This design comes from an exercise in tuning for small area on the open sky130 flow, not from production work.
RTL that was checked went through simulation tests only; none was proved equivalent to the original.
For run 9, only the layout was checked, not whether the RTL still works.
Power and IR drop assume default switching activity.

==> flow/design.v <==
module clock_divider(
    input i_clk, i_reset,
    output o_tick
    );
    reg [6:0] r_div;
    assign o_tick = (r_div == 7'd89);
    always @(posedge i_clk or posedge i_reset) begin
        if (i_reset) r_div <= 7'd118;
        else r_div <= {r_div[5:0], r_div[6] ^ r_div[2] ^ o_tick};
    end
endmodule
module clock_counter(input i_clk, i_reset, i_en, output [3:0] o_lt);
    reg [9:0] r_counter;
    wire [10:0] c;
    assign c[0] = i_en;
    genvar i;
    generate for (i = 0; i < 10; i = i + 1) begin : g
        assign c[i+1] = c[i] & r_counter[i];
    end endgenerate
    always @(posedge i_clk or posedge i_reset)
        if (i_reset) r_counter <= 10'd24;
        else r_counter <= (r_counter ^ c[9:0]) | {5'd0, c[10], c[10], 3'd0};
    assign o_lt = {~&r_counter, r_counter < 10'd824, r_counter < 10'd624, r_counter < 10'd324};
endmodule
module button(
    input i_clk, i_reset, i_en, i_button,
    output o_release
    );
    reg [12:0] r_counter;
    reg r_state;
    wire w_step = i_en & (i_button ^ r_state);
    wire w_full = (r_counter == 13'd7232);
    wire w_flip = w_step & w_full;
    assign o_release = w_flip & r_state;
    always @(posedge i_clk or posedge i_reset) begin
        if (i_reset) begin
            r_counter <= 13'd6272;
            r_state <= 1'b0;
        end
        else begin
            if (w_step) r_counter <= {r_counter[11:0], r_counter[12] ^ r_counter[2] ^ w_full};
            r_state <= r_state ^ w_flip;
        end
    end
endmodule
module FSM_motor(
    input [2:0] i_release,
    input i_reset, i_clk, i_en,
    output [3:0] o_level
    );
    reg [1:0] r_act;
    reg [3:0] r_level;
    assign o_level = r_level;
    always @(posedge i_clk or posedge i_reset) begin
        if (i_reset) begin
            r_act <= 2'd0;
            r_level <= 4'b0000;
        end
        else if (i_en) begin
            r_act <= i_release[0] ? 2'd1 : i_release[1] ? 2'd2 : i_release[2] ? 2'd3 : 2'd0;
            case (r_act)
                2'd1: r_level <= {1'b1, r_level[3:1]};
                2'd2: r_level <= {r_level[2:0], 1'b0};
                2'd3: r_level <= 4'b0000;
                default: ;
            endcase
        end
    end
endmodule
module BCDtoFND_decoder(
    input i_reset,
    input [3:0] i_level,
    input [3:0] i_lt,
    output o_pwm,
    output [3:0] o_Led,
    output [7:0] o_font
    );
    wire t1 = i_level[3], t2 = i_level[2], t3 = i_level[1], t4 = i_level[0];
    wire l1 = t1 & ~t2;
    assign o_pwm = (t1 & i_lt[0]) | (t2 & i_lt[1]) | (t3 & i_lt[2]) | (t4 & i_lt[3]);
    assign o_Led = i_level;
    wire [7:0] w_font = {1'b1, ~t2, t1 & ~t4, l1 | t3, l1 | t4, t2 & ~t3, 1'b0, l1 | t4};
    assign o_font = w_font | {8{i_reset}};
endmodule
module top_motor(
    input i_clk, i_reset,
    input [2:0] i_button,
    output o_pwm,
    output [3:0] o_Led,
    output [7:0] o_font,
    output o_position
    );
    wire w_tick;
    clock_divider clk_div(.i_clk(i_clk), .i_reset(i_reset), .o_tick(w_tick));
    wire [3:0] w_lt;
    clock_counter clk_cnt(.i_clk(i_clk), .i_reset(i_reset), .i_en(w_tick), .o_lt(w_lt));
    wire [2:0] w_rel;
    button upButton  (.i_clk(i_clk), .i_reset(i_reset), .i_en(w_tick), .i_button(i_button[0]), .o_release(w_rel[0]));
    button downButton(.i_clk(i_clk), .i_reset(i_reset), .i_en(w_tick), .i_button(i_button[1]), .o_release(w_rel[1]));
    button offButton (.i_clk(i_clk), .i_reset(i_reset), .i_en(w_tick), .i_button(i_button[2]), .o_release(w_rel[2]));
    wire [3:0] w_level;
    FSM_motor fsm_motor(.i_release(w_rel), .i_reset(i_reset), .i_clk(i_clk), .i_en(w_tick), .o_level(w_level));
    BCDtoFND_decoder dec(.i_reset(i_reset), .i_level(w_level), .i_lt(w_lt),
        .o_pwm(o_pwm), .o_Led(o_Led), .o_font(o_font));
    assign o_position = 1'b0;
endmodule
==> flow/flow/run.sh <==
#!/bin/bash
# Own layout flow: the standard ORFS flow with three changes:
#  - synthesis maps the logic with an area-oriented ABC script (flow/abc.script)
#    instead of ORFS's speed script; the rest of the synthesis is unchanged;
#  - port buffers are the smallest buffer cell;
#  - clock tree synthesis uses small clock buffers and no dummy loads.
# Every make run writes its full output to a log file in the work folder.
set -euo pipefail
W=$PWD
rm -rf "$W/scripts_area"
cp -r "$FLOW_HOME/scripts" "$W/scripts_area"
cp "$W/flow/abc.script" "$W/scripts_area/abc_speed.script"

bash standard.sh synth SCRIPTS_DIR="$W/scripts_area" > "$W/log_1_synth.txt" 2>&1
bash standard.sh floorplan place \
  BUFFER_PORTS_ARGS="-buffer_cell sky130_fd_sc_hd__buf_1" > "$W/log_2_place.txt" 2>&1
bash standard.sh cts \
  CTS_ARGS="-sink_clustering_enable -repair_clock_nets -buf_list sky130_fd_sc_hd__clkbuf_8 -dont_use_dummy_load" \
  > "$W/log_3_cts.txt" 2>&1
bash standard.sh finish > "$W/log_4_finish.txt" 2>&1
==> flow/flow/abc.script <==
strash
ifraig
dc2
strash
dch -f
map -a
topo
==> flow/standard.sh <==
#!/bin/bash
# synth_recipe.tcl (not shown) runs the flow's synth.tcl, then flattens the netlist and writes it again
# the make line also repeats each setting of config.mk as NAME=value (left out here)
make -C /OpenROAD-flow-scripts/flow DESIGN_CONFIG=/design/flow/config.mk WORK_HOME=/design/flow/orfs CLKGATE_MAP_FILE= SYNTH_SCRIPT=/design/flow/synth_recipe.tcl "${@:-finish}"
==> flow/config.mk <==
export PLATFORM = sky130hd
export DESIGN_NAME = top_motor
export DESIGN_NICKNAME = top_motor
export VERILOG_FILES = /design/flow/design.v
export SDC_FILE = /design/flow/constraint.sdc
export NUM_CORES = 4
export LEC_CHECK = 0
export CAP_MARGIN = 20
export CORE_MARGIN = 2
export CORE_UTILIZATION = 70
export PLACE_DENSITY = 0.8
export SLEW_MARGIN = 20
==> flow/constraint.sdc <==
create_clock -name core_clock -period 10.0 [get_ports {i_clk}]
set_input_delay 2.0000 -clock core_clock [delete_from_list [all_inputs] [get_ports {i_clk}]]
set_output_delay 2.0000 -clock core_clock [all_outputs]
set_load 0.01 [all_outputs]
==> results of run 1 <==
-- layout by cell type, fill, tap and decap left out --
| master | netlist | routed |
|---|---|---|
| nand3_1 | 7 | 7 |
| a21oi_1 | 17 | 17 |
| nor2_1 | 24 | 24 |
| nor3_1 | 3 | 3 |
| nor3b_1 | 1 | 1 |
| o2111ai_1 | 1 | 1 |
| o22ai_1 | 2 | 2 |
| clkbuf_8 | 0 | 9 |
| inv_2 | 0 | 1 |
| o21ai_0 | 24 | 24 |
| nand4_1 | 3 | 3 |
| buf_4 | 4 | 4 |
| dfstp_2 | 16 | 16 |
| a31oi_1 | 1 | 1 |
| conb_1 | 2 | 2 |
| buf_1 | 0 | 16 |
| or2_2 | 4 | 4 |
| clkinv_1 | 28 | 27 |
| nand2_1 | 67 | 67 |
| xnor2_1 | 3 | 3 |
| o31ai_1 | 1 | 1 |
| dfrtp_1 | 49 | 49 |
| a311oi_1 | 2 | 2 |
| ha_1 | 13 | 13 |
| o211ai_1 | 1 | 1 |
| o41ai_1 | 1 | 1 |
| nor4_1 | 7 | 7 |
-- worst max-delay path, stage by stage --
cell and delay (ps):
buf_1 90, inv_2 40, buf_4 610, o21ai_0 220, buf_1 180
-- logic make-up after synthesis --
group | after synthesis | synth area share
simple gates | 116 | 0.178
buf+inv | 32 | 0.0493
xor+xnor | 3 | 0.00960
fa+ha+maj | 13 | 0.0594
compound gates | 50 | 0.100
other cells | 2 | 0.00274
flops | 65 | 0.601
-- report_power, final --
| group | leakage, nW | internal, mW | total [mW] | switching [mW] |
|---|---|---|---|---|
| Combinational | 0.513 | 0.00568 | 0.0182 | 0.0125 |
| Clock | 0.0647 | 0.0800 | 0.161 | 0.0813 |
| Sequential | 0.795 | 0.271 | 0.275 | 0.00440 |
-- metal layers --
metal	share of wire	track usage	vias to the layer above	wire [microns]
met5	0	0	-	0
li1	-	-	979	-
met2	0.48	0.404	37	2240
met1	0.46	0.325	906	2130
met3	0.035	0.0811	11	164
met4	0.021	0.117	0	99
-- flip-flops by register name (all words and copies together), names as in the netlist --
name                  cells
fsm_motor.r_act           2
clk_cnt.r_counter        10
fsm_motor.r_level         4
offButton.r_state         1
upButton.r_state          1
downButton.r_state        1
downButton.r_counter     13
upButton.r_counter       13
clk_div.r_div             7
offButton.r_counter      13
-- final timing paths --
check,startpoint,end,cells past startpoint
max,i_reset,o_font[2],5
min,clk_div.r_div[0],clk_div.r_div[1],0
max reg2reg,clk_div.r_div[2],clk_cnt.r_counter[3],15
min reg2reg,clk_div.r_div[0],clk_div.r_div[1],0
max in group asynchronous,i_reset,clk_div.r_div[0],3
min in group asynchronous,i_reset,upButton.r_counter[2],3
-- cell type report --
cell class	count	area share
timing repair buffer	20	0.0302
inverter	28	0.0352
multi-input combinational	184	0.321
sequential	65	0.552
clock buffer	9	0.0415
tap	48	0.0201
==> run notes, run 1 <==
Wirelength per Cell 13.1 microns; Post-Layout Cell Count 354; WS Path Type in -> out; design area 2980 sq um; postcts setup bufs 0; total power draw 455 uW; antenna violations before repair 0; Hold Fails Final Rpt 0; footprint of the multi-input gates 957 sq um; Post-Route WL 4640 microns; ys flop type dfrtp_1; die area 4430 sq um; Gate Count Post-Synth 281; Min Hold Slack 366 ps; die height 66.6 microns; Netlist cell types 24; Final Util 0.803; fmax 193 MHz; total core area 3720 sq um; post-place setup slack 4780 ps; Period minus WS final 5170 ps; fill count 258; Mapped Nets 299; period utilisation layout 0.517; # diodes 0; Seq/Total Area, Yosys 0.601; first-pass GRT wire length 8130 microns; PortBufs 16; Critical Path Source Type input port; main area contributors after synthesis dfrtp_1, dfstp_2, nand2_1; setup TNS after final layout 0 ps; final-report setup violation count 0; worst vdd ir 0.122 mV; syn avg cell area 9.75 sq um; Post-synth EDFFs 0; Congestion Overflow GR 0; Synth-to-Final Area Change 8.91%; ratio of cells with drive above 1 in the final layout 0.111; mapped cell area 2740 sq um; Worst EP required 8000 ps; CTS resizes 0; antenna-violating nets left 0; die span in x 66.6 microns; max cap viols 0; Net count, final 326; pin count of the biggest net entering global routing 71; global placement routability congestion 0.778; count leader, synth nand2_1; setup ws final 4830 ps; outcome timing/DRC/antenna clean; CTS Hold Buffers Added 0; I/O pin total 19; Area after DPL 2860 sq um; area leader, netlist dfrtp_1; RSZ-0062 raised after global routing false; register area 1650 sq um; vias in the first global route 1861; Worst-path clk slew 60 ps; Clock Sinks 65; Post-synth top cells nand2_1, dfrtp_1, clkinv_1; Data arrival, critical path 3170 ps; Yosys Warn Count 4; P_leak 1.37 nW; drt pass-1 iters 4; Final Skew 8.84 ps; HPWL after DPL 3110 microns; cell count after placement 345; Inserted Clock Buffers 9; Hold Crit Class reg -> reg; # rows 22; GR Util All Layers 0.256; Initial Util 0.737; worst rel slew slack 0.469; TritonCTS clock tree yes; H-tree Lvls 3; drt first-iter violations 121; routed vias 1933; CP endpoint kind output pin; Root Buffer clkbuf_8; final max-slew violation count 0; slew at the pin closest to its max-slew limit 797 ps; top-area cell type share of the netlist area 0.448; Clock Latency Late Sink 330 ps; Residual DRC 0; Vias/cell 5.46; FFs w/ async S/R, synth 1.00; R2R setup slack 6640 ps; Pwr per Cell Area 153 nW/um^2; Synth Register Bits 65; clock tree buffer depth 2; Crit Path Max Fanout 70
==> inputs of run 2 (changes only) <==
--- a/flow/flow/run.sh
+++ b/flow/flow/run.sh
@@ -16,5 +16,5 @@
   BUFFER_PORTS_ARGS="-buffer_cell sky130_fd_sc_hd__buf_1" > "$W/log_2_place.txt" 2>&1
 bash standard.sh cts \
-  CTS_ARGS="-sink_clustering_enable -repair_clock_nets -buf_list sky130_fd_sc_hd__clkbuf_8 -dont_use_dummy_load" \
+  CTS_ARGS="-sink_clustering_enable -repair_clock_nets -buf_list sky130_fd_sc_hd__clkbuf_4 -dont_use_dummy_load" \
   > "$W/log_3_cts.txt" 2>&1
 bash standard.sh finish > "$W/log_4_finish.txt" 2>&1
==> run notes, run 2 <==
outcome timing/DRC/antenna clean; Crit Path Max Fanout 70; global placement routability congestion 0.778; Root Buffer clkbuf_4; Clock power frac 0.287; worst vdd ir 0.102 mV; Inserted Clock Buffers 9; Min Hold Slack 357 ps; antenna violations before repair 0; Worst EP required 8000 ps; Mapped Nets 299; largest family of logic cells by synthesized area simple AND/OR/NAND/NOR gates; sequential power share 0.669; die span in x 66.6 microns; Worst path slowest cell buf_4; Vias/cell 5.47; Post-synth EDFFs 0; count leader, synth nand2_1; first-pass GRT wire length 7890 microns; fmax 194 MHz; sw frac 0.226; die area 4430 sq um; post-synthesis adder-cell area fraction 0.0594; Hold Startpoint clk_div.r_div[0]; CP peak stage delay 620 ps; Clock Latency Late Sink 400 ps; max cap viols 0; Pwr per Cell Area 140 nW/um^2; P_leak 1.35 nW; drt pass-1 iters 4; mapped cell area 2740 sq um; worst rel slew slack 0.464; period utilisation layout 0.516; total core area 3720 sq um; Data arrival, critical path 3160 ps; setup ws final 4840 ps; Seq/Total Area, Yosys 0.601; CTS resizes 0; vias in the first global route 1863; drt first-iter violations 160; Internal Power 318 uW; main area contributors after synthesis dfrtp_1, dfstp_2, nand2_1; Largest regs downButton.r_counter x13, offButton.r_counter x13, upButton.r_counter x13; Hold Fails Final Rpt 0; pin count of the biggest net entering global routing 71; final-report setup violation count 0; HPWL after DPL 3110 microns; commonest non-fill, non-tap cell in the layout nand2_1; syn avg cell area 9.75 sq um; final max-slew violation count 0; Congestion Overflow GR 0; Synth Register Bits 65; Period minus WS final 5160 ps; slew at the pin closest to its max-slew limit 804 ps; Wirelength per Cell 12.8 microns; routed vias 1938; top-area cell type share of the netlist area 0.448; worst setup path startpoint i_reset; Net count, final 326; Post-synth top cells nand2_1, dfrtp_1, clkinv_1; Netlist cell types 24; Critical Path Source Type input port; CTS Hold Buffers Added 0; I/O pin total 19; FFs w/ async S/R, synth 1.00; antenna-violating nets left 0; clock tree buffer depth 2; WS Path Type in -> out; GR Util All Layers 0.248; H-tree Lvls 3; Synth-to-Final Area Change 6.85%; PortBufs 16; Compound-Gate Fraction of Synth Area 0.100; ratio of cells with drive above 1 in the final layout 0.111; # diodes 0; Initial Util 0.737; # rows 22; leading cell types in the layout, fill and taps excluded nand2_1, dfrtp_1, clkinv_1, nor2_1, o21ai_0; Post-Route WL 4520 microns; Clock Sinks 65; postcts setup bufs 0; fill count 267; reg-to-reg startpoint clk_div.r_div[2]; RSZ-0062 raised after global routing false; Worst-path clk slew 100 ps; XOR/XNOR Fraction of Synth Area 0.00959; CP endpoint kind output pin; TritonCTS clock tree yes; Final Skew 23.9 ps; Hold Crit Class reg -> reg; Logic pwr share 0.044; setup TNS after final layout 0 ps; Post-Synth Simple-Gate Area 0.178; Gate Count Post-Synth 281; post-place setup slack 4780 ps; Yosys Warn Count 4; CP most frequent cell buf_1; CP Cell Sequence buf_1, inv_2, buf_4, o21ai_0, buf_1; post-synthesis mux area share 0; die height 66.6 microns; Residual DRC 0; ys flop type dfrtp_1; area leader, netlist dfrtp_1; switching power 92.9 uW; family with the most delay on the worst path buffers and inverters; Worst Path Buf+Inv 4
run 2: cell counts after synthesis:
Identical to the previous run, type by type.
run 2: path summary, 6_finish.rpt:
kind                                    endpoint  slack (ps)  cells after the start
max reg2reg                 clk_cnt.r_counter[3]        6630                     15
max in group asynchronous       clk_div.r_div[0]        7630                      3
min in group asynchronous  upButton.r_counter[2]        1820                      3
min                             clk_div.r_div[1]         360                      0
max                                    o_font[2]        4840                      5
min reg2reg                     clk_div.r_div[1]         360                      0
run 2: kinds of logic (layout without fill, tap and decap cells):
| family | after synthesis | after routing |
|---|---|---|
| AO/OA/AOI/OAI | 50 | 50 |
| XOR/XNOR | 3 | 3 |
| adder cells (fa/ha/maj) | 13 | 13 |
| buffers and inverters | 32 | 57 |
| flip-flops | 65 | 65 |
| other | 2 | 2 |
| AND/OR/NAND/NOR | 116 | 116 |
run 2: final cells by class:
class / count / area, sq um / area share
flip-flops and latches: 65 / 1650 / 0.563
multi-input cells: 184 / 957 / 0.327
inverters: 28 / 105 / 0.0359
repair buffers: 20 / 90.1 / 0.0308
clock buffers: 9 / 67.6 / 0.0231
well taps: 48 / 60.1 / 0.0205
run 2: layer usage:
metal | global-route usage | up-vias | share of wire
met5 | 0 | - | 0
met1 | 0.318 | 910 | 0.48
li1 | - | 985 | -
met3 | 0.0861 | 8 | 0.032
met2 | 0.385 | 35 | 0.47
met4 | 0.107 | 0 | 0.017
run 2: power by group through the flow:
stage / registers (mW) / clock network (mW) / logic [mW]
after global placement: 0.279 / 0 / 0.0179
after CTS: 0.275 / 0.122 / 0.0188
after floorplan: 0.279 / 0 / 0.0149
final: 0.275 / 0.118 / 0.0183
after detailed placement: 0.280 / 0 / 0.0187
after global routing: 0.276 / 0.135 / 0.0215
run 2: worst reg2reg max path, stage by stage (launching register included):
cell and delay [ps]:
dfstp_2 550, or2_2 120, nor2_1 40, nand2_1 270, clkinv_1 160, ha_1 210, ha_1 170, ha_1 190
ha_1 190, ha_1 190, ha_1 180, ha_1 180, ha_1 180, ha_1 180, ha_1 190, or2_2 300
run 2: metrics by stage:
stage	power, mW	instances	utilization	cell area (sq um)
floorplan	0.293	281	-	2740
global placement	0.297	345	0.769	2860
detailed placement	0.298	345	0.769	2860
CTS	0.415	354	0.788	2930
global route	0.432	354	0.788	2930
finish	0.411	354	0.788	2930
==> inputs of run 3 (changes only) <==
==> flow/flow/abc.script (replaced) <==
strash
dch -f
amap
topo
==> run notes, run 3 <==
Inserted Clock Buffers 9; Period minus WS final 5330 ps; Synth-to-Final Area Change 6.64%; FF-to-FF End fsm_motor.r_act[0]; Mapped Nets 235; CP most frequent cell buf_1; die area 4340 sq um; Crit Path Max Fanout 52; Synth Register Bits 65; area leader, netlist dfrtp_1; postcts setup bufs 0; WS Path Type in -> out; Residual DRC 0; Critical Path Source Type input port; setup ws final 4670 ps; die height 65.8 microns; top-area cell type share of the netlist area 0.458; Hold Startpoint clk_div.r_div[4]; CP peak stage delay 580 ps; Worst EP required 8000 ps; antenna-violating nets left 0; leading cell types in the layout, fill and taps excluded dfrtp_1, o22a_1, nor2_1; vias in the first global route 1746; Worst Hold Path Cells 0; first-pass GRT wire length 7710 microns; Data arrival, critical path 3330 ps; Congestion Overflow GR 0; GR Util All Layers 0.244; Hold Crit Class reg -> reg; footprint of the multi-input gates 937 sq um; Post-synth EDFFs 0; CTS Hold Buffers Added 0; ys flop type dfrtp_1; Root Buffer clkbuf_4; fmax 188 MHz; register area 1650 sq um; R2R setup slack 6740 ps; final-report setup violation count 0; drt first-iter violations 87; Netlist cell types 28; Vias/cell 6.07; clock tree buffer depth 2; Pwr per Cell Area 136 nW/um^2; worst hold endpoint clk_div.r_div[5]; PortBufs 16; worst vdd ir 0.105 mV; Min Hold Slack 348 ps; count leader, synth dfrtp_1; total core area 3660 sq um; I/O pin total 19; Hold Fails Final Rpt 0; CP Cell Sequence buf_1, inv_2, buf_4, o21ai_0, buf_1; Wirelength per Cell 15.2 microns; Final Skew 30.8 ps; Clock Latency Late Sink 400 ps; syn avg cell area 12.3 sq um; Worst path slowest cell buf_4; worst rel slew slack 0.294; mapped cell area 2680 sq um; Initial Util 0.731; main area contributors after synthesis dfrtp_1, dfstp_2, o22a_1; CP endpoint kind output pin; # diodes 0; commonest non-fill, non-tap cell in the layout dfrtp_1; die span in x 65.8 microns; Worst-path clk slew 100 ps; P_leak 1.34 nW; antenna violations before repair 0; cells on worst reg2reg path 10; Clock Sinks 65; outcome timing/DRC/antenna clean; max cap viols 0; global placement routability congestion 0.821; period utilisation layout 0.533; slew at the pin closest to its max-slew limit 1050 ps; H-tree Lvls 3; RSZ-0062 raised after global routing false; TritonCTS clock tree yes; Largest regs downButton.r_counter x13, offButton.r_counter x13, upButton.r_counter x13; # rows 22; setup TNS after final layout 0 ps; Gate Count Post-Synth 217; Seq/Total Area, Yosys 0.615; pin count of the biggest net entering global routing 53; Yosys Warn Count 4; routed vias 1754; total power draw 387 uW; ratio of cells with drive above 1 in the final layout 0.120; drt pass-1 iters 5; CTS resizes 0; FFs w/ async S/R, synth 1.00; Post-Route WL 4410 microns; post-place setup slack 4610 ps; fill count 255; final max-slew violation count 0; Post-synth top cells dfrtp_1, o22a_1, clkinv_1, nor2_1, dfstp_2; Net count, final 261; HPWL after DPL 3110 microns; reg-to-reg startpoint clk_div.r_div[5]
[run 3: cell types whose count changed after synthesis, sizes merged, moves of 4 or more]
cell,delta
a21oi,-11
and3,+5
clkinv,-11
nand2,-58
nand3,-4
nor2,-7
nor4,-7
o21ai,-18
o22a,+37
or3,+4
[run 3: area by class of cell]
| cell class | instances | share of cell area |
|---|---|---|
| sequential | 65 | 0.577 |
| multi-input combinational | 131 | 0.328 |
| clock buffer | 9 | 0.0237 |
| tap | 48 | 0.0210 |
| inverter | 17 | 0.0223 |
| timing repair buffer | 19 | 0.0280 |
[run 3: where the power goes]
| part | switching (mW) | total (mW) | internal, mW | leakage, nW |
|---|---|---|---|---|
| Combinational | 0.00698 | 0.00835 | 0.00137 | 0.456 |
| Sequential | 0 | 0.263 | 0.263 | 0.840 |
| Clock | 0.0739 | 0.116 | 0.0418 | 0.0414 |
| Total | 0.0809 | 0.387 | 0.306 | 1.34 |
[run 3: stage by stage]
step | utilization | area, sq um | cells
finish | 0.780 | 2860 | 289
global placement | 0.758 | 2780 | 278
global route | 0.780 | 2860 | 289
detailed placement | 0.758 | 2780 | 278
floorplan | - | 2680 | 217
CTS | 0.776 | 2840 | 287
[run 3: metal layers]
layer,part of all wire,vias to the layer above,track usage
li1,-,859,-
met5,0,-,0
met1,0.45,852,0.321
met2,0.49,37,0.376
met3,0.044,6,0.0716
met4,0.013,0,0.120
[run 3: critical path: cells and delay by family]
family | cells | cell delay, ps
AOI/OAI and AO/OA | 1 | 200
buffers and inverters | 4 | 1110
[run 3: logic make-up after synthesis]
kind of cell	count (synthesis)	share of synthesized area
adders and majority gates	13	0.0607
DFF	65	0.615
buffers and inverters	21	0.0350
and+or+nand+nor	51	0.0972
AOI/OAI and AO/OA	65	0.189
other	2	0.00280
[run 3: how the worst max path moves through the flow]
stage	slack (ps)	startpoint	endpoint
after floorplan	3960	i_reset	o_font[2]
after global placement	4700	i_reset	o_font[2]
after detailed placement	4610	i_reset	o_font[2]
after CTS	4600	i_reset	o_font[2]
after global routing	4470	i_reset	o_font[2]
final	4670	i_reset	o_font[2]
==> inputs of run 4 (changes only) <==
==> flow/design.v (replaced) <==
module top_motor(
    input i_clk, i_reset,
    input [2:0] i_button,
    output o_pwm,
    output [3:0] o_Led,
    output [7:0] o_font,
    output o_position
    );
    reg [6:0] r_div;
    wire w_tick = (r_div == 7'd99);    
    wire w_c13  = (r_div == 7'd62);    
    wire w_c26  = (r_div == 7'd102);   
    wire w_c39  = (r_div == 7'd60);    
    wire w_c49  = (r_div == 7'd67);    
    always @(posedge i_clk or posedge i_reset) begin
        if (i_reset) r_div <= 7'd12;
        else r_div <= {r_div[5:0], r_div[6] ^ r_div[0] ^ w_tick};
    end
    reg [49:0] r_ring;
    reg [2:0] r_state;    
    reg [2:1] r_diff;     
    reg r_carry;          
    reg r_clear;          
    reg [1:0] r_act;      
    reg [3:0] r_level;    
    reg r_pwm;
    wire w_full = r_ring[46] & r_ring[42] & r_ring[41] & r_ring[40] & r_ring[37];           
    wire w_wrap = &{r_ring[49:47], r_ring[44:40]};                                          
    wire w_step = w_tick ? (i_button[0] ^ r_state[0]) :
                  w_c13  ? r_diff[1] :
                  r_diff[2];
    wire w_start_n = w_tick | w_c13 | w_c26;
    wire w_clear = w_start_n ? (w_step & w_full) :
                   w_c39 ? w_wrap :
                   w_c49 ? 1'b0 : r_clear;
    wire w_carry = w_start_n ? (w_step & ~w_full) :
                   w_c39 ? ~w_wrap :
                   w_c49 ? 1'b0 : r_carry;
    wire w_head = ~w_clear & (r_ring[49] ^ w_carry);
    wire [2:0] w_flip = {w_c26, w_c13, w_tick} & {3{w_start_n & w_step & w_full}};
    wire [2:0] w_release = w_flip & r_state;
    reg [3:0] w_next_level;
    always @(*) begin
        case (r_act)
            2'd1: w_next_level = {1'b1, r_level[3:1]};
            2'd2: w_next_level = {r_level[2:0], 1'b0};
            2'd3: w_next_level = 4'b0000;
            default: w_next_level = r_level;
        endcase
    end
    wire [9:0] w_q = {r_ring[1], r_ring[2], r_ring[3], r_ring[4], r_ring[5],
                      r_ring[6], r_ring[7], r_ring[8], r_ring[9], r_ring[10]};
    wire w_pwm_next = (w_next_level[3] & (w_q < 10'd300)) | (w_next_level[2] & (w_q < 10'd600)) |
                      (w_next_level[1] & (w_q < 10'd800)) | (w_next_level[0] & (w_q != 10'd999));
    always @(posedge i_clk or posedge i_reset) begin
        if (i_reset) begin
            r_ring <= 50'd1 << 11;
            r_state <= 3'b000;
            r_diff <= 2'b00;
            r_carry <= 1'b0;
            r_clear <= 1'b0;
            r_act <= 2'd0;
            r_level <= 4'b0000;
            r_pwm <= 1'b0;
        end
        else begin
            r_ring <= {r_ring[48:0], w_head};
            r_carry <= w_carry & r_ring[49];
            r_clear <= w_clear;
            r_state <= r_state ^ w_flip;
            if (w_tick) r_diff <= i_button[2:1] ^ r_state[2:1];
            if (w_tick) begin
                r_act <= w_release[0] ? 2'd1 : 2'd0;
                r_level <= w_next_level;
                r_pwm <= w_pwm_next;
            end
            else if (r_act == 2'd0) begin
                if (w_release[1]) r_act <= 2'd2;
                else if (w_release[2]) r_act <= 2'd3;
            end
        end
    end
    wire t1 = r_level[3], t2 = r_level[2], t3 = r_level[1], t4 = r_level[0];
    wire l1 = t1 & ~t2;
    assign o_pwm = r_pwm;
    assign o_Led = r_level;
    assign o_font = {1'b1, ~t2, t1 & ~t4, l1 | t3, l1 | t4, t2 & ~t3, 1'b0, l1 | t4} | {8{i_reset}};
    assign o_position = 1'b0;
endmodule
==> run notes, run 4 <==
Crit Path Max Fanout 67; post-place setup slack 4770 ps; Seq/Total Area, Yosys 0.738; HPWL after DPL 2540 microns; FFs w/ async S/R, synth 1.00; final-report setup violation count 0; Critical Path Source Type input port; antenna-violating nets left 0; clock tree buffer depth 2; global placement routability congestion 0.867; Net count, final 214; # diodes 0; worst rel slew slack 0.488; fmax 194 MHz; # rows 21; Gate Count Post-Synth 185; commonest non-fill, non-tap cell in the layout dfrtp_1; Largest regs r_ring x50, r_div x7, r_level x4; Wirelength per Cell 15.3 microns; PortBufs 16; Netlist cell types 30; total core area 3310 sq um; Clock Latency Late Sink 410 ps; mapped cell area 2410 sq um; Vias/cell 5.69; syn avg cell area 13.0 sq um; drt pass-1 iters 4; leading cell types in the layout, fill and taps excluded dfrtp_1, nand2_1, buf_1, clkinv_1; Area after DPL 2480 sq um; postcts setup bufs 0; outcome timing/DRC/antenna clean; WS Path Type in -> out; pin count of the biggest net entering global routing 68; die span in x 62.7 microns; CTS resizes 0; P_leak 1.19 nW; H-tree Lvls 3; slew at the pin closest to its max-slew limit 767 ps; Root Buffer clkbuf_4; count leader, synth dfrtp_1; I/O pin total 19; die height 62.7 microns; ratio of cells with drive above 1 in the final layout 0.0690; die area 3930 sq um; max FFs per register 50; routed vias 1418; Worst Path Buf+Inv 4; final max-slew violation count 0; RSZ-0062 raised after global routing false; drt first-iter violations 189; Worst EP required 8000 ps; CP Cell Sequence buf_1, inv_2, buf_4, nand2_1, buf_1; setup ws final 4830 ps; Post-synth EDFFs 0; design area 2540 sq um; Residual DRC 0; CP endpoint kind output pin; setup TNS after final layout 0 ps; ys flop type dfrtp_1; max cap viols 0; CTS Hold Buffers Added 0; Final Util 0.768; GR Util All Layers 0.238; vias in the first global route 1440; total power draw 416 uW; Post-synth top cells dfrtp_1, nand2_1, clkinv_1; Pwr per Cell Area 164 nW/um^2; Period minus WS final 5170 ps; main area contributors after synthesis dfrtp_1, dfstp_2, buf_4; Min Hold Slack 314 ps; Initial Util 0.728; Clock Sinks 71; Synth Register Bits 71; TritonCTS clock tree yes; first-pass GRT wire length 6810 microns; Biggest register r_ring; Mapped Nets 194; antenna violations before repair 0; Synth-to-Final Area Change 5.50%; worst vdd ir 0.134 mV; Post-Route WL 3820 microns; family with the most delay on the worst path buffers and inverters; Yosys Warn Count 1; top-area cell type share of the netlist area 0.706; period utilisation layout 0.517; Inserted Clock Buffers 9; Data arrival, critical path 3170 ps; Post-Layout Cell Count 249; area leader, netlist dfrtp_1; Worst path slowest cell buf_4; CP most frequent cell buf_1; fill count 238; Worst-path clk slew 120 ps; Hold Crit Class reg -> reg; cell count after placement 240; Hold Fails Final Rpt 0; Congestion Overflow GR 0; CP peak stage delay 640 ps; Final Skew 35.2 ps
[run 4: cell type report]
class | count | area [sq um] | area share
multi-input cells | 91 | 514 | 0.202
flip-flops and latches | 71 | 1780 | 0.700
clock buffers | 9 | 67.6 | 0.0266
repair buffers | 17 | 67.6 | 0.0266
well taps | 46 | 57.6 | 0.0226
inverters | 15 | 56.3 | 0.0221
[run 4: power by group]
group / total, mW / leakage [nW] / switching (mW) / internal [mW]
Sequential: 0.287 / 0.945 / 0 / 0.287
Clock: 0.120 / 0.0414 / 0.0781 / 0.0418
Combinational: 0.00916 / 0.203 / 0.00751 / 0.00164
[run 4: logic make-up (layout without fill, tap and decap cells)]
logic type               after synthesis  in the layout  synth area share
adder cells (fa/ha/maj)                4              4            0.0208
XOR/XNOR                               1              1           0.00363
buffers and inverters                 23             41            0.0483
flip-flops                            71             71             0.738
other                                  2              2           0.00311
AO/OA/AOI/OAI                         34             34            0.0841
AND/OR/NAND/NOR                       50             50             0.102
[run 4: worst reg2reg max path: stages, from the launching register on]
cell and delay, ps:
dfrtp_1 350, clkinv_1 120, or2_0 260, nor4_1 370, nand2_1 350, o311ai_0 310
nand4b_1 190, or2_0 300, nor4_1 210, ha_1 200, o21ai_0 100, nor2_1 110
nor2_1 40, o21ai_0 150
[run 4: worst paths after layout]
check	endpoint	cells past startpoint	from	slack, ps
max	o_font[6]	5	i_reset	4830
min	r_ring[24]	0	r_ring[23]	310
max reg2reg	r_act[0]	13	r_div[0]	6860
min reg2reg	r_ring[24]	0	r_ring[23]	310
max in group asynchronous	r_ring[47]	3	i_reset	7510
min in group asynchronous	r_pwm	2	i_reset	1520
[run 4: routing by layer]
layer,track usage,vias to the layer above,part of all wire
met4,0.0861,0,0.0079
li1,-,660,-
met2,0.356,48,0.49
met1,0.315,702,0.44
met3,0.103,8,0.065
met5,0,-,0
==> inputs of run 5 (changes only) <==
--- a/flow/design.v
+++ b/flow/design.v
@@ -13,9 +13,13 @@
     wire w_c39  = (r_div == 7'd60);    
     wire w_c49  = (r_div == 7'd67);    
+    wire w_c89  = (r_div == 7'd93);    
     always @(posedge i_clk or posedge i_reset) begin
         if (i_reset) r_div <= 7'd12;
         else r_div <= {r_div[5:0], r_div[6] ^ r_div[0] ^ w_tick};
     end
-    reg [49:0] r_ring;
+    reg [49:1] r_ring_hi;
+    reg r_ring_lo;
+    wire [49:0] r_ring = {r_ring_hi, r_ring_lo};
+    reg r_init;           
     reg [2:0] r_state;    
     reg [2:1] r_diff;     
@@ -37,5 +41,6 @@
                    w_c39 ? ~w_wrap :
                    w_c49 ? 1'b0 : r_carry;
-    wire w_head = ~w_clear & (r_ring[49] ^ w_carry);
+    wire w_head_run = ~w_clear & (r_ring[49] ^ w_carry);
+    wire w_head = (r_init & ~w_tick) ? w_c89 : w_head_run;
     wire [2:0] w_flip = {w_c26, w_c13, w_tick} & {3{w_start_n & w_step & w_full}};
     wire [2:0] w_release = w_flip & r_state;
@@ -55,9 +60,7 @@
     always @(posedge i_clk or posedge i_reset) begin
         if (i_reset) begin
-            r_ring <= 50'd1 << 11;
+            r_ring_lo <= 1'b0;
+            r_init <= 1'b1;
             r_state <= 3'b000;
-            r_diff <= 2'b00;
-            r_carry <= 1'b0;
-            r_clear <= 1'b0;
             r_act <= 2'd0;
             r_level <= 4'b0000;
@@ -65,10 +68,8 @@
         end
         else begin
-            r_ring <= {r_ring[48:0], w_head};
-            r_carry <= w_carry & r_ring[49];
-            r_clear <= w_clear;
+            r_ring_lo <= w_head;
             r_state <= r_state ^ w_flip;
-            if (w_tick) r_diff <= i_button[2:1] ^ r_state[2:1];
             if (w_tick) begin
+                r_init <= 1'b0;
                 r_act <= w_release[0] ? 2'd1 : 2'd0;
                 r_level <= w_next_level;
@@ -81,4 +82,10 @@
         end
     end
+    always @(posedge i_clk) begin
+        r_ring_hi <= r_ring[48:0];
+        r_carry <= w_carry & r_ring[49];
+        r_clear <= w_clear;
+        if (w_tick) r_diff <= i_button[2:1] ^ r_state[2:1];
+    end
     wire t1 = r_level[3], t2 = r_level[2], t3 = r_level[1], t4 = r_level[0];
     wire l1 = t1 & ~t2;
==> flow/flow/abc.script (replaced) <==
strash
&get -n
&deepsyn -T 20
&put
dch -f
amap
topo
==> run notes, run 5 <==
global placement routability congestion 0.824; Logic pwr share 0.013; Worst Path Buf+Inv 3; Biggest register r_ring_hi; Vias/cell 5.60; first-pass GRT wire length 5700 microns; Wirelength per Cell 14.6 microns; Root Buffer clkbuf_4; worst rel slew slack 0.537; syn avg cell area 12.2 sq um; period utilisation layout 0.526; ratio of cells with drive above 1 in the final layout 0.0615; fmax 190 MHz; Pwr per Cell Area 182 nW/um^2; leading cell types in the layout, fill and taps excluded dfxtp_1, clkinv_1, buf_1, dfrtp_1, nor2_1; Netlist cell types 32; routed vias 1276; vias in the first global route 1341; RSZ-0062 raised after global routing false; Synth-to-Final Area Change 5.03%; Synth Register Bits 72; Final Util 0.757; area leader, netlist dfxtp_1; P_leak 0.938 nW; Hold Fails Final Rpt 0; count leader, synth dfxtp_1; Residual DRC 0; main area contributors after synthesis dfxtp_1, dfrtp_1, dfstp_2; setup TNS after final layout 0 ps; drt pass-1 iters 4; Internal Power 332 uW; CP peak stage delay 560 ps; die span in x 59.6 microns; # rows 20; switching power 80.7 uW; GR Util All Layers 0.234; Hold Crit Class reg -> reg; family with the most delay on the worst path buffers and inverters; clock tree buffer depth 2; Gate Count Post-Synth 178; # diodes 0; Post-synth EDFFs 2; drt first-iter violations 81; antenna-violating nets left 0; WS Path Type in -> out; total core area 3000 sq um; Clock power frac 0.288; final-report setup violation count 0; mapped cell area 2160 sq um; Yosys Warn Count 1; top-area cell type share of the netlist area 0.472; TritonCTS clock tree yes; Post-synth top cells dfxtp_1, clkinv_1, dfrtp_1; sequential power share 0.700; Clock Sinks 72; Worst path slowest cell clkinv_1; HPWL after DPL 2380 microns; Period minus WS final 5260 ps; Mapped Nets 187; pin count of the biggest net entering global routing 24; Post-Route WL 3340 microns; CTS Hold Buffers Added 0; Final Skew 37.2 ps; worst vdd ir 0.125 mV; max FFs per register 49; Seq/Total Area, Yosys 0.721; Congestion Overflow GR 0; Crit Path Max Fanout 23; sw frac 0.196; postcts setup bufs 0; commonest non-fill, non-tap cell in the layout dfxtp_1; die area 3550 sq um; CP most frequent cell buf_1; Clock Latency Late Sink 400 ps; PortBufs 16; final max-slew violation count 0; Worst-path clk slew 110 ps; CP endpoint kind output pin; die height 59.6 microns; CTS resizes 0; Critical Path Source Type input port; Inserted Clock Buffers 9; Data arrival, critical path 3260 ps; Largest regs r_ring_hi x49, r_div x7, r_level x4; max cap viols 0; Initial Util 0.720; FFs w/ async S/R, synth 0.264; outcome timing/DRC/antenna clean; slew at the pin closest to its max-slew limit 690 ps; H-tree Lvls 3; Net count, final 206; antenna violations before repair 0; I/O pin total 19; Worst EP required 8000 ps; CP Cell Sequence buf_1, clkinv_1, o21ai_0, or2_0, buf_1; ys flop type dfxtp_1
==> run 5: cell count changes after synthesis, sizes merged, moves of 2 or more <==
cell / change
nand4: +3
edfxtp: +2
nand2: -5
o22ai: -4
dfrtp: -52
nor2: +3
nor4: -4
a21oi: -4
dfxtp: +51
or3: -3
and3: +2
and4: +2
o32ai: +2
==> run 5: through the flow <==
step / instance area [sq um] / hold WS [ps] / std cells / setup WS, ps / power, mW
3_3_place_gp: 2200 / 310 / 219 / 4750 / 0.300
3_5_place_dp: 2200 / 314 / 219 / 4680 / 0.301
5_1_grt: 2270 / 300 / 228 / 4440 / 0.429
6_report: 2270 / 305 / 228 / 4740 / 0.413
2_1_floorplan: 2160 / 310 / 178 / 4930 / 0.300
4_1_cts: 2270 / 306 / 228 / 4690 / 0.418
==> run 5: cell type report <==
class | count | area (sq um)
clock buffers | 9 | 67.6
flip-flops and latches | 72 | 1560
inverters | 16 | 60.1
repair buffers | 16 | 60.1
well taps | 33 | 41.3
multi-input cells | 82 | 483
fillers | 216 | 731
==> run 5: path summary, 6_finish.rpt <==
| kind | slack (ps) | start | depth (start not counted) | to |
|---|---|---|---|---|
| worst max-delay path | 4740 | i_reset | 5 | o_font[3] |
| worst min-delay path | 310 | r_ring_hi[29] | 0 | r_ring_hi[30] |
| worst max register to register | 6890 | r_div[3] | 12 | r_ring_lo |
| worst min register to register | 310 | r_ring_hi[29] | 0 | r_ring_hi[30] |
| max in group asynchronous | 8000 | i_reset | 2 | r_init |
| min in group asynchronous | 1590 | i_reset | 2 | r_div[0] |
==> run 5: cells by family (layout without fill, tap and decap cells) <==
| kind of cell | Yosys count | after routing | synth area share |
|---|---|---|---|
| DFF | 72 | 72 | 0.721 |
| and+or+nand+nor | 45 | 45 | 0.103 |
| other | 2 | 2 | 0.00347 |
| buffers and inverters | 24 | 41 | 0.0555 |
| AOI/OAI and AO/OA | 31 | 31 | 0.0937 |
| adders and majority gates | 4 | 4 | 0.0231 |
==> run 5: layer usage <==
layer	track usage	vias to the layer above	routed length, microns
met5	0	-	0
met4	0.121	0	77
met3	0.124	6	180
met2	0.355	35	1580
met1	0.269	599	1500
li1	-	636	-
==> run 5: power groups by stage <==
stage | clock [mW] | combinational [mW] | sequential (mW)
global placement | 0 | 0.00513 | 0.295
detailed placement | 0 | 0.00533 | 0.295
global route | 0.134 | 0.00617 | 0.289
floorplan | 0 | 0.00444 | 0.295
finish | 0.119 | 0.00522 | 0.289
CTS | 0.123 | 0.00533 | 0.289
==> inputs of run 6 (changes only) <==
==> flow/flow/abc.script (replaced) <==
strash
ifraig
dc2
strash
dch -f
amap
topo
==> run notes, run 6 <==
outcome timing/DRC/antenna clean; Post-synth EDFFs 2; first-pass GRT wire length 5730 microns; Hold Crit Class reg -> reg; cell count after placement 242; # rows 20; top-area cell type share of the netlist area 0.465; postcts setup bufs 0; FFs w/ async S/R, synth 0.264; ys flop type dfxtp_1; drt pass-1 iters 4; sequential power share 0.703; leading cell types in the layout, fill and taps excluded dfxtp_1, nor2_1, clkinv_1, buf_1, dfrtp_1; antenna violations before repair 0; Hold Fails Final Rpt 0; RSZ-0062 raised after global routing false; setup ws final 4860 ps; Residual DRC 0; clock tree buffer depth 2; HPWL after DPL 2360 microns; Largest regs r_ring_hi x49, r_div x7, r_level x4; final-report setup violation count 0; Inserted Clock Buffers 9; Vias/cell 5.39; Net count, final 218; Clock Latency Late Sink 390 ps; global placement routability congestion 0.861; die span in x 60.0 microns; Initial Util 0.725; die height 60.0 microns; syn avg cell area 11.6 sq um; total core area 3030 sq um; footprint of the multi-input gates 512 sq um; Synth Register Bits 72; Crit Path Max Fanout 22; Final Util 0.766; PortBufs 16; period utilisation layout 0.514; Internal Power 332 uW; Synth-to-Final Area Change 5.58%; worst vdd ir 0.146 mV; Pwr per Cell Area 177 nW/um^2; TritonCTS clock tree yes; Critical Path Source Type input port; Post-Route WL 3330 microns; CP endpoint kind output pin; total power draw 411 uW; Worst EP required 8000 ps; slew at the pin closest to its max-slew limit 863 ps; Gate Count Post-Synth 190; Data arrival, critical path 3140 ps; Clock power frac 0.284; # diodes 0; Biggest register r_ring_hi; antenna-violating nets left 0; Root Buffer clkbuf_4; die area 3600 sq um; Clock Sinks 72; switching power 78.8 uW; sw frac 0.192; worst rel slew slack 0.423; P_leak 0.906 nW; commonest non-fill, non-tap cell in the layout dfxtp_1; Netlist cell types 29; Yosys Warn Count 1; Logic pwr share 0.013; Post-synth top cells dfxtp_1, nor2_1, clkinv_1; count leader, synth dfxtp_1; setup TNS after final layout 0 ps; Area after DPL 2250 sq um; H-tree Lvls 3; Seq/Total Area, Yosys 0.711; register area 1560 sq um; routed vias 1354; area leader, netlist dfxtp_1; final max-slew violation count 0; Final Skew 28.4 ps; I/O pin total 19; Period minus WS final 5140 ps; vias in the first global route 1282; design area 2320 sq um; main area contributors after synthesis dfxtp_1, dfrtp_1, dfstp_2; max cap viols 0; max FFs per register 49; ratio of cells with drive above 1 in the final layout 0.0580; fmax 195 MHz; Wirelength per Cell 13.3 microns; CTS resizes 0; pin count of the biggest net entering global routing 23; GR Util All Layers 0.234; drt first-iter violations 105; Mapped Nets 199; Min Hold Slack 323 ps; Post-Layout Cell Count 251; Worst-path clk slew 90 ps; WS Path Type in -> out; Congestion Overflow GR 0; post-place setup slack 4820 ps; CTS Hold Buffers Added 0; mapped cell area 2200 sq um; fill count 197
==> run 6: final timing paths <==
| path | slack, ps | end | cells after the start | start |
|---|---|---|---|---|
| min in group asynchronous | 1640 | r_div[0] | 2 | i_reset |
| min | 320 | r_ring_hi[39] | 0 | r_ring_hi[38] |
| max reg2reg | 6590 | r_act[0] | 11 | r_div[2] |
| min reg2reg | 320 | r_ring_hi[39] | 0 | r_ring_hi[38] |
| max | 4860 | o_font[2] | 4 | i_reset |
| max in group asynchronous | 7960 | r_div[3] | 2 | i_reset |
==> run 6: cell type report <==
class / count / share of cell area
sequential: 72 / 0.673
inverter: 17 / 0.0275
timing repair buffer: 16 / 0.0259
tap: 44 / 0.0237
clock buffer: 9 / 0.0291
multi-input combinational: 93 / 0.221
==> run 6: cell families after synthesis <==
family | count (synthesis) | synth area share
DFF | 72 | 0.711
and+or+nand+nor | 55 | 0.117
AOI/OAI and AO/OA | 32 | 0.0900
buffers and inverters | 25 | 0.0564
adders and majority gates | 4 | 0.0228
other | 2 | 0.00342
==> run 6: metal layers <==
metal,vias to the layer above,share of wire,GRT usage
li1,676,-,-
met4,0,0.024,0.111
met1,636,0.45,0.282
met5,-,0,0
met2,36,0.47,0.345
met3,6,0.058,0.123
==> run 6: power by group through the flow <==
stage / Sequential (mW) / Clock [mW] / Combinational (mW)
6_report: 0.289 / 0.117 / 0.00517
2_1_floorplan: 0.295 / 0 / 0.00435
3_3_place_gp: 0.295 / 0 / 0.00509
3_5_place_dp: 0.295 / 0 / 0.00529
4_1_cts: 0.289 / 0.123 / 0.00528
5_1_grt: 0.289 / 0.135 / 0.00596
==> run 6: critical path, stage by stage <==
cell and delay, ps:
buf_1 130, clkinv_1 580, o21ai_0 250, buf_1 180
==> inputs of run 7 (changes only) <==
--- a/flow/design.v
+++ b/flow/design.v
@@ -22,5 +22,6 @@
     wire [49:0] r_ring = {r_ring_hi, r_ring_lo};
     reg r_init;           
-    reg [2:0] r_state;    
+    reg [2:1] r_state;    
+    wire [2:0] w_state = {r_state, r_ring[0]};
     reg [2:1] r_diff;     
     reg r_carry;          
@@ -31,5 +32,5 @@
     wire w_full = r_ring[46] & r_ring[42] & r_ring[41] & r_ring[40] & r_ring[37];           
     wire w_wrap = &{r_ring[49:47], r_ring[44:40]};                                          
-    wire w_step = w_tick ? (i_button[0] ^ r_state[0]) :
+    wire w_step = w_tick ? (i_button[0] ^ w_state[0]) :
                   w_c13  ? r_diff[1] :
                   r_diff[2];
@@ -44,5 +45,5 @@
     wire w_head = (r_init & ~w_tick) ? w_c89 : w_head_run;
     wire [2:0] w_flip = {w_c26, w_c13, w_tick} & {3{w_start_n & w_step & w_full}};
-    wire [2:0] w_release = w_flip & r_state;
+    wire [2:0] w_release = w_flip & w_state;
     reg [3:0] w_next_level;
     always @(*) begin
@@ -62,5 +63,5 @@
             r_ring_lo <= 1'b0;
             r_init <= 1'b1;
-            r_state <= 3'b000;
+            r_state <= 2'b00;
             r_act <= 2'd0;
             r_level <= 4'b0000;
@@ -69,5 +70,5 @@
         else begin
             r_ring_lo <= w_head;
-            r_state <= r_state ^ w_flip;
+            r_state <= r_state ^ w_flip[2:1];
             if (w_tick) begin
                 r_init <= 1'b0;
@@ -83,8 +84,8 @@
     end
     always @(posedge i_clk) begin
-        r_ring_hi <= r_ring[48:0];
+        r_ring_hi <= {r_ring[48:1], r_ring[0] ^ w_flip[0]};
         r_carry <= w_carry & r_ring[49];
         r_clear <= w_clear;
-        if (w_tick) r_diff <= i_button[2:1] ^ r_state[2:1];
+        if (w_tick) r_diff <= i_button[2:1] ^ r_state;
     end
     wire t1 = r_level[3], t2 = r_level[2], t3 = r_level[1], t4 = r_level[0];
==> flow/flow/abc.script (replaced) <==
strash
&get -n
&deepsyn -T 20
&put
&get -n
&dch -f
&nf -a -R 1000
&put
strash
&get -n
&dch -f
&nf -a -R 1000
&put
topo
==> run notes, run 7 <==
outcome timing/DRC/antenna clean; WL met3 213 microns; # diodes 0; commonest non-fill, non-tap cell in the layout dfxtp_1; Clock Sinks 71; Mapped Nets 178; Worst-path clk slew 110 ps; fill count 183; Worst EP required 8000 ps; drt first-iter violations 103; max cap viols 0; Pwr per Cell Area 184 nW/um^2; die area 3480 sq um; setup TNS after final layout 0 ps; GR Util All Layers 0.227; switching power 81.1 uW; syn avg cell area 12.5 sq um; period utilisation layout 0.509; Critical Path Source Type input port; setup ws final 4910 ps; Biggest register r_ring_hi; post-place setup slack 4850 ps; Hold Crit Class reg -> reg; postcts setup bufs 0; Internal Power 328 uW; Area after DPL 2150 sq um; Yosys Warn Count 1; Data arrival, critical path 3090 ps; CP endpoint kind output pin; H-tree Lvls 3; HPWL after DPL 2330 microns; routed vias 1234; main area contributors after synthesis dfxtp_1, dfrtp_1, dfstp_2; Vias/cell 5.69; Final Skew 30.1 ps; Synth Register Bits 71; mapped cell area 2110 sq um; Initial Util 0.754; die span in x 59.0 microns; Logic pwr share 0.013; Post-synth top cells dfxtp_1, nand2_1, dfrtp_1; Netlist cell types 36; leading cell types in the layout, fill and taps excluded dfxtp_1, nand2_1, buf_1, dfrtp_1, nor2_1; R2R setup slack 7230 ps; worst vdd ir 0.164 mV; Gate Count Post-Synth 169; Net count, final 197; ys flop type dfxtp_1; Hold Fails Final Rpt 0; slew at the pin closest to its max-slew limit 726 ps; TritonCTS clock tree yes; Compound-Gate Fraction of Synth Area 0.0811; Synth-to-Final Area Change 5.03%; clock tree buffer depth 2; pin count of the biggest net entering global routing 22; global placement routability congestion 0.804; max FFs per register 49; count leader, synth dfxtp_1; total power draw 409 uW; Largest regs r_ring_hi x49, r_div x7, r_level x4; P_leak 0.925 nW; # rows 19; die height 59.0 microns; met2 wire len 1720 microns; Congestion Overflow GR 0; Period minus WS final 5090 ps; max layer used met4; WS Path Type in -> out; sw frac 0.198; vias in the first global route 1216; Wirelength per Cell 15.3 microns; total core area 2810 sq um; Root Buffer clkbuf_4; post-synthesis mux area share 0; antenna violations before repair 0; Clock power frac 0.291; XOR/XNOR Fraction of Synth Area 0.0166; RSZ-0062 raised after global routing false; post-synthesis adder-cell area fraction 0.0237; antenna-violating nets left 0; Post-Route WL 3310 microns; worst rel slew slack 0.511; design area 2220 sq um; Post-Synth Simple-Gate Area 0.112; Inserted Clock Buffers 9; drt pass-1 iters 17; FFs w/ async S/R, synth 0.254; I/O pin total 19; Residual DRC 0; Seq/Total Area, Yosys 0.726; Clock Latency Late Sink 400 ps; area leader, netlist dfxtp_1; CTS resizes 0; Final Util 0.792; CTS Hold Buffers Added 0; fmax 196 MHz; final-report setup violation count 0; top-area cell type share of the netlist area 0.483; first-pass GRT wire length 5430 microns; Post-synth EDFFs 2; Crit Path Max Fanout 21; sequential power share 0.696; largest family of logic cells by synthesized area simple AND/OR/NAND/NOR gates; ratio of cells with drive above 1 in the final layout 0.0645; final max-slew violation count 0; met1 WL 1350 microns; PortBufs 16
==> run 7: final cells by class <==
class | instances | area (sq um) | area share
Timing Repair Buffer | 16 | 60.1 | 0.0270
Tap cell | 31 | 38.8 | 0.0175
Clock buffer | 9 | 67.6 | 0.0304
Multi-Input combinational cell | 85 | 500 | 0.225
Sequential cell | 71 | 1540 | 0.691
Inverter | 5 | 18.8 | 0.00845
==> run 7: power by group through the flow <==
stage	Combinational [mW]	Sequential, mW	Clock [mW]
finish	0.00512	0.285	0.119
global route	0.00574	0.285	0.134
CTS	0.00525	0.285	0.123
detailed placement	0.00524	0.291	0
global placement	0.00508	0.291	0
floorplan	0.00429	0.291	0
==> run 7: per-stage QoR <==
stage | hold WS, ps | cells
detailed placement | 314 | 208
global placement | 313 | 208
CTS | 321 | 217
finish | 315 | 217
floorplan | 310 | 169
global route | 326 | 217
==> run 7: cells by family after synthesis <==
logic type / count (synthesis)
AND/OR/NAND/NOR: 49
flip-flops: 71
adder cells (fa/ha/maj): 4
XOR/XNOR: 4
buffers and inverters: 13
AO/OA/AOI/OAI: 26
other: 2
==> run 7: worst paths after layout <==
path,start,endpoint,cells past startpoint
min reg2reg,r_ring_hi[17],r_ring_hi[18],0
min in group asynchronous,i_reset,r_act[1],2
max in group asynchronous,i_reset,r_init,2
min,r_ring_hi[17],r_ring_hi[18],0
max reg2reg,r_div[4],r_ring_lo,10
max,i_reset,o_font[5],4
==> run 7: critical path, cell delays in order <==
cell and delay [ps]:
buf_1 130, clkinv_1 540, o21ai_0 250, buf_1 170
==> run 7: metal layers <==
metal  track usage  up-vias
met1         0.256      590
met5             0        -
met2         0.349       43
met4         0.114        0
met3         0.123        2
li1              -      599
==> inputs of run 8 (changes only) <==
==> flow/flow/abc.script (replaced) <==
strash
&get -n
&deepsyn -T 20
&put
dch -f
amap
topo
==> run notes, run 8 <==
outcome timing/DRC/antenna clean; leading cell types in the layout, fill and taps excluded dfxtp_1, clkinv_1, buf_1, dfrtp_1, nor2_1; # diodes 0; CTS Hold Buffers Added 0; period utilisation layout 0.524; Net count, final 208; CTS resizes 0; Clock Latency Late Sink 390 ps; Hold Crit Class reg -> reg; Synth Register Bits 71; postcts setup bufs 0; HPWL after DPL 2420 microns; pin count of the biggest net entering global routing 23; ratio of cells with drive above 1 in the final layout 0.0609; drt first-iter violations 85; global placement routability congestion 0.862; cells on worst reg2reg path 10; mapped cell area 2140 sq um; Seq/Total Area, Yosys 0.718; register area 1540 sq um; Mapped Nets 189; Clock Sinks 71; Initial Util 0.718; Yosys Warn Count 1; final-report setup violation count 0; Worst EP required 8000 ps; die area 3510 sq um; drt pass-1 iters 4; total core area 2980 sq um; TritonCTS clock tree yes; Residual DRC 0; top-area cell type share of the netlist area 0.478; worst vdd ir 0.140 mV; Largest regs r_ring_hi x49, r_div x7, r_level x4; Root Buffer clkbuf_4; I/O pin total 19; Final Skew 24.0 ps; final max-slew violation count 0; commonest non-fill, non-tap cell in the layout dfxtp_1; Synth-to-Final Area Change 5.09%; Gate Count Post-Synth 180; antenna-violating nets left 0; first-pass GRT wire length 5380 microns; Data arrival, critical path 3240 ps; H-tree Lvls 3; fmax 191 MHz; Pwr per Cell Area 181 nW/um^2; ys flop type dfxtp_1; count leader, synth dfxtp_1; max cap viols 0; Final Util 0.754; RSZ-0062 raised after global routing false; Congestion Overflow GR 0; clock tree buffer depth 2; Critical Path Source Type input port; die height 59.3 microns; setup TNS after final layout 0 ps; Hold Fails Final Rpt 0; WS Path Type in -> out; Period minus WS final 5240 ps; # rows 20; PortBufs 16; syn avg cell area 11.9 sq um; Post-synth EDFFs 2; CP endpoint kind output pin; Inserted Clock Buffers 9; slew at the pin closest to its max-slew limit 986 ps; Worst Hold Path Cells 0; die span in x 59.3 microns; Post-synth top cells dfxtp_1, clkinv_1, dfrtp_1; area leader, netlist dfxtp_1; P_leak 0.860 nW; Post-Route WL 3330 microns; FFs w/ async S/R, synth 0.254; Wirelength per Cell 14.5 microns; Vias/cell 5.52; main area contributors after synthesis dfxtp_1, dfrtp_1, dfstp_2; vias in the first global route 1233; Crit Path Max Fanout 22; GR Util All Layers 0.223; max FFs per register 49; fill count 190; antenna violations before repair 0; worst rel slew slack 0.337; total power draw 406 uW; Biggest register r_ring_hi; Worst-path clk slew 90 ps; footprint of the multi-input gates 474 sq um; routed vias 1270; Netlist cell types 31
## run 8: power breakdown
part           leakage, nW  switching (mW)  internal [mW]
Sequential           0.655               0          0.285
Combinational        0.163         0.00379        0.00135
Clock               0.0414          0.0745         0.0418
Total                0.860          0.0783          0.328
## run 8: final cells by class
| type | count | share of cell area |
|---|---|---|
| flip-flops and latches | 71 | 0.684 |
| multi-input cells | 83 | 0.211 |
| clock buffers | 9 | 0.0301 |
| inverters | 18 | 0.0301 |
| repair buffers | 16 | 0.0267 |
| well taps | 33 | 0.0184 |
## run 8: cells by family after synthesis
family,count (synthesis),share of synthesized area
AO/OA/AOI/OAI,31,0.0931
other,2,0.00351
AND/OR/NAND/NOR,46,0.102
adder cells (fa/ha/maj),4,0.0234
flip-flops,71,0.718
buffers and inverters,26,0.0597
## run 8: final timing paths
path	start	to	slack (ps)
max	i_reset	o_font[0]	4760
min	r_ring_hi[17]	r_ring_hi[18]	320
max reg2reg	r_div[3]	r_ring_lo	6900
min reg2reg	r_ring_hi[17]	r_ring_hi[18]	320
max in group asynchronous	i_reset	r_init	8010
min in group asynchronous	i_reset	r_level[2]	1600
## run 8: metal layers
metal  GRT usage  part of all wire
met1       0.256              0.41
met2       0.353              0.52
met3      0.0983             0.050
met4       0.114             0.015
met5           0                 0
## run 8: stage by stage
| step | instances | instance area, sq um | hold WS (ps) | worst slack (ps) |
|---|---|---|---|---|
| 2_1_floorplan | 180 | 2140 | 310 | 4960 |
| 3_3_place_gp | 221 | 2180 | 313 | 4790 |
| 3_5_place_dp | 221 | 2180 | 312 | 4710 |
| 4_1_cts | 230 | 2250 | 329 | 4710 |
| 5_1_grt | 230 | 2250 | 329 | 4470 |
| 6_report | 230 | 2250 | 325 | 4760 |
## run 8: critical path: stages
cell,delay (ps)
buf_1,90
clkinv_1,550
o21ai_0,290
or2_0,160
buf_1,160
==> inputs of run 9 (changes only) <==
--- a/flow/design.v
+++ b/flow/design.v
@@ -12,5 +12,6 @@
     wire w_c26  = (r_div == 7'd102);   
     wire w_c39  = (r_div == 7'd60);    
-    wire w_c49  = (r_div == 7'd67);    
+    wire w_c46  = (r_div == 7'd40);    
+    wire w_c50  = (r_div == 7'd6);     
     wire w_c89  = (r_div == 7'd93);    
     always @(posedge i_clk or posedge i_reset) begin
@@ -22,6 +23,5 @@
     wire [49:0] r_ring = {r_ring_hi, r_ring_lo};
     reg r_init;           
-    reg [2:1] r_state;    
-    wire [2:0] w_state = {r_state, r_ring[0]};
+    reg [2:0] r_state;    
     reg [2:1] r_diff;     
     reg r_carry;          
@@ -31,19 +31,22 @@
     reg r_pwm;
     wire w_full = r_ring[46] & r_ring[42] & r_ring[41] & r_ring[40] & r_ring[37];           
-    wire w_wrap = &{r_ring[49:47], r_ring[44:40]};                                          
-    wire w_step = w_tick ? (i_button[0] ^ w_state[0]) :
+    wire w_wrap_l = r_ring[49] & r_ring[48] & r_ring[44] & r_ring[43];                      
+    wire w_wrap_h = r_ring[49] & r_ring[46];                                                
+    wire w_step = w_tick ? (i_button[0] ^ r_state[0]) :
                   w_c13  ? r_diff[1] :
                   r_diff[2];
     wire w_start_n = w_tick | w_c13 | w_c26;
     wire w_clear = w_start_n ? (w_step & w_full) :
-                   w_c39 ? w_wrap :
-                   w_c49 ? 1'b0 : r_clear;
+                   w_c39 ? w_wrap_l :
+                   w_c46 ? (r_clear & w_wrap_h) :
+                   w_c50 ? 1'b0 : r_clear;
     wire w_carry = w_start_n ? (w_step & ~w_full) :
-                   w_c39 ? ~w_wrap :
-                   w_c49 ? 1'b0 : r_carry;
+                   w_c39 ? ~w_wrap_l :
+                   w_c46 ? (r_clear & ~w_wrap_h) :
+                   w_c50 ? 1'b0 : r_carry;
     wire w_head_run = ~w_clear & (r_ring[49] ^ w_carry);
     wire w_head = (r_init & ~w_tick) ? w_c89 : w_head_run;
     wire [2:0] w_flip = {w_c26, w_c13, w_tick} & {3{w_start_n & w_step & w_full}};
-    wire [2:0] w_release = w_flip & w_state;
+    wire [2:0] w_release = w_flip & r_state;
     reg [3:0] w_next_level;
     always @(*) begin
@@ -55,13 +58,13 @@
         endcase
     end
-    wire [9:0] w_q = {r_ring[1], r_ring[2], r_ring[3], r_ring[4], r_ring[5],
-                      r_ring[6], r_ring[7], r_ring[8], r_ring[9], r_ring[10]};
-    wire w_pwm_next = (w_next_level[3] & (w_q < 10'd300)) | (w_next_level[2] & (w_q < 10'd600)) |
-                      (w_next_level[1] & (w_q < 10'd800)) | (w_next_level[0] & (w_q != 10'd999));
+    wire [6:0] w_ql = {r_ring[4], r_ring[5], r_ring[6], r_ring[7], r_ring[8], r_ring[9], r_ring[10]};
+    wire [3:0] w_qh = {r_ring[0], r_ring[1], r_ring[2], r_ring[3]};
+    wire w_pwm_next = (w_next_level[3] & (w_qh < 4'd3)) | (w_next_level[2] & (w_qh < 4'd6)) |
+                      (w_next_level[1] & ~w_qh[3]) | (w_next_level[0] & ~(w_qh == 4'd9 && w_ql == 7'd99));
     always @(posedge i_clk or posedge i_reset) begin
         if (i_reset) begin
             r_ring_lo <= 1'b0;
             r_init <= 1'b1;
-            r_state <= 2'b00;
+            r_state <= 3'b000;
             r_act <= 2'd0;
             r_level <= 4'b0000;
@@ -70,5 +73,5 @@
         else begin
             r_ring_lo <= w_head;
-            r_state <= r_state ^ w_flip[2:1];
+            r_state <= r_state ^ w_flip;
             if (w_tick) begin
                 r_init <= 1'b0;
@@ -84,8 +87,8 @@
     end
     always @(posedge i_clk) begin
-        r_ring_hi <= {r_ring[48:1], r_ring[0] ^ w_flip[0]};
+        r_ring_hi <= r_ring[48:0];
         r_carry <= w_carry & r_ring[49];
         r_clear <= w_clear;
-        if (w_tick) r_diff <= i_button[2:1] ^ r_state;
+        if (w_tick) r_diff <= i_button[2:1] ^ r_state[2:1];
     end
     wire t1 = r_level[3], t2 = r_level[2], t3 = r_level[1], t4 = r_level[0];
==> flow/flow/abc.script (replaced) <==
strash
ifraig
dc2
strash
dch -f
amap
topo
==> run notes, run 9 <==
design area 2300 sq um; Logic pwr share 0.012; fill count 197; Post-synth EDFFs 2; Root Buffer clkbuf_4; top-area cell type share of the netlist area 0.468; slew at the pin closest to its max-slew limit 667 ps; postcts setup bufs 0; CP peak stage delay 560 ps; Internal Power 332 uW; worst rel slew slack 0.553; clock tree buffer depth 2; antenna-violating nets left 0; Area after DPL 2230 sq um; fmax 195 MHz; leading cell types in the layout, fill and taps excluded dfxtp_1, nor2_1, clkinv_1, buf_1, dfrtp_1; Gate Count Post-Synth 185; sequential power share 0.696; # rows 20; total core area 3000 sq um; outcome timing/DRC/antenna clean; Biggest register r_ring_hi; count leader, synth dfxtp_1; Clock Sinks 72; main area contributors after synthesis dfxtp_1, dfrtp_1, dfstp_2; GR Util All Layers 0.227; Initial Util 0.727; vias in the first global route 1285; Pwr per Cell Area 180 nW/um^2; Inserted Clock Buffers 9; met2 GRT Util 0.359; final max-slew violation count 0; max cap viols 0; pin count of the biggest net entering global routing 23; Post-Route WL 3460 microns; global placement routability congestion 0.773; switching power 82.8 uW; Hold Crit Class reg -> reg; Mapped Nets 194; syn avg cell area 11.8 sq um; Post-synth top cells dfxtp_1, nor2_1, clkinv_1; Seq/Total Area, Yosys 0.715; WS Path Type in -> out; first-pass GRT wire length 5730 microns; Min Hold Slack 328 ps; period utilisation layout 0.512; Synth Register Bits 72; CTS resizes 0; drt pass-1 iters 4; Wirelength per Cell 14.7 microns; Hold Fails Final Rpt 0; Period minus WS final 5120 ps; grt peak-use layer met2; Worst EP required 8000 ps; HPWL after DPL 2460 microns; H-tree Lvls 3; max FFs per register 49; setup ws final 4880 ps; Data arrival, critical path 3120 ps; mapped cell area 2180 sq um; Net count, final 214; CP Cell Sequence buf_1, clkinv_1, o21ai_0, buf_1; CP most frequent cell buf_1; ratio of cells with drive above 1 in the final layout 0.0640; drt first-iter violations 95; post-place setup slack 4830 ps; area leader, netlist dfxtp_1; Clock Latency Late Sink 380 ps; Crit Path Max Fanout 22; CP endpoint kind output pin; Post-Layout Cell Count 236; CTS Hold Buffers Added 0; commonest non-fill, non-tap cell in the layout dfxtp_1; FFs w/ async S/R, synth 0.264; routed vias 1340; P_leak 0.921 nW; Yosys Warn Count 1; I/O pin total 19; Worst-path clk slew 100 ps; cell count after placement 227; Netlist cell types 32; die area 3580 sq um; total power draw 415 uW; setup TNS after final layout 0 ps; Vias/cell 5.68; TritonCTS clock tree yes; Final Skew 18.9 ps; Clock power frac 0.291; sw frac 0.200; final-report setup violation count 0; Congestion Overflow GR 0; Worst path slowest cell clkinv_1; worst vdd ir 0.141 mV; # diodes 0; ys flop type dfxtp_1; global routing usage on met1 0.271; Residual DRC 0; PortBufs 16; die span in x 59.9 microns; Synth-to-Final Area Change 5.33%; RSZ-0062 raised after global routing false; antenna violations before repair 0; GRT met3 Usage 0.0866; Critical Path Source Type input port; Largest regs r_ring_hi x49, r_div x7, r_level x4; Final Util 0.766; die height 59.9 microns
run 9: worst paths after layout:
path,from,end,slack (ps),depth (start not counted)
setup / recovery,i_reset,o_font[2],4880,4
hold reg to reg,r_ring_hi[19],r_ring_hi[20],330,0
min in group asynchronous,i_reset,r_div[0],1640,2
max in group asynchronous,i_reset,r_init,7990,2
hold / removal,r_ring_hi[19],r_ring_hi[20],330,0
setup reg to reg,r_div[0],r_act[0],6990,13
run 9: power groups by stage:
stage               clock [mW]  combinational [mW]  sequential [mW]
finish                   0.121             0.00515            0.289
global route             0.141             0.00586            0.289
CTS                      0.125             0.00525            0.289
detailed placement           0             0.00524            0.295
global placement             0             0.00506            0.295
floorplan                    0             0.00435            0.295
run 9: per-layer routing:
layer	vias to the layer above	part of all wire
li1	661	-
met1	639	0.44
met2	32	0.50
met3	8	0.038
met4	0	0.016
met5	-	0
run 9: kinds of logic (layout without fill, tap and decap cells):
group / after synthesis / after routing / share of synthesized area
AOI/OAI and AO/OA: 32 / 32 / 0.0957
adders and majority gates: 4 / 4 / 0.0229
buffers and inverters: 25 / 43 / 0.0567
DFF: 72 / 72 / 0.715
other: 2 / 2 / 0.00344
and+or+nand+nor: 50 / 50 / 0.107
run 9: critical path, delay by kind of cell:
family / cells / cell delay (ps)
buffers and inverters: 3 / 860
AOI/OAI and AO/OA: 1 / 260
run 9: area by class of cell:
| class | count | area [sq um] | share of cell area |
|---|---|---|---|
| sequential | 72 | 1560 | 0.678 |
| multi-input combinational | 88 | 499 | 0.217 |
| clock buffer | 9 | 67.6 | 0.0294 |
| timing repair buffer | 17 | 67.6 | 0.0294 |
| inverter | 17 | 63.8 | 0.0277 |
| tap | 33 | 41.3 | 0.0180 |

Check on run 9: ideal ports give 4.878 ns setup slack; a clkbuf_16 on the clock port and buf_2 on the inputs give 4.852 ns; moving port delays by the midpoint clock arrival (0.393 ns) as well gives 4.852 ns.
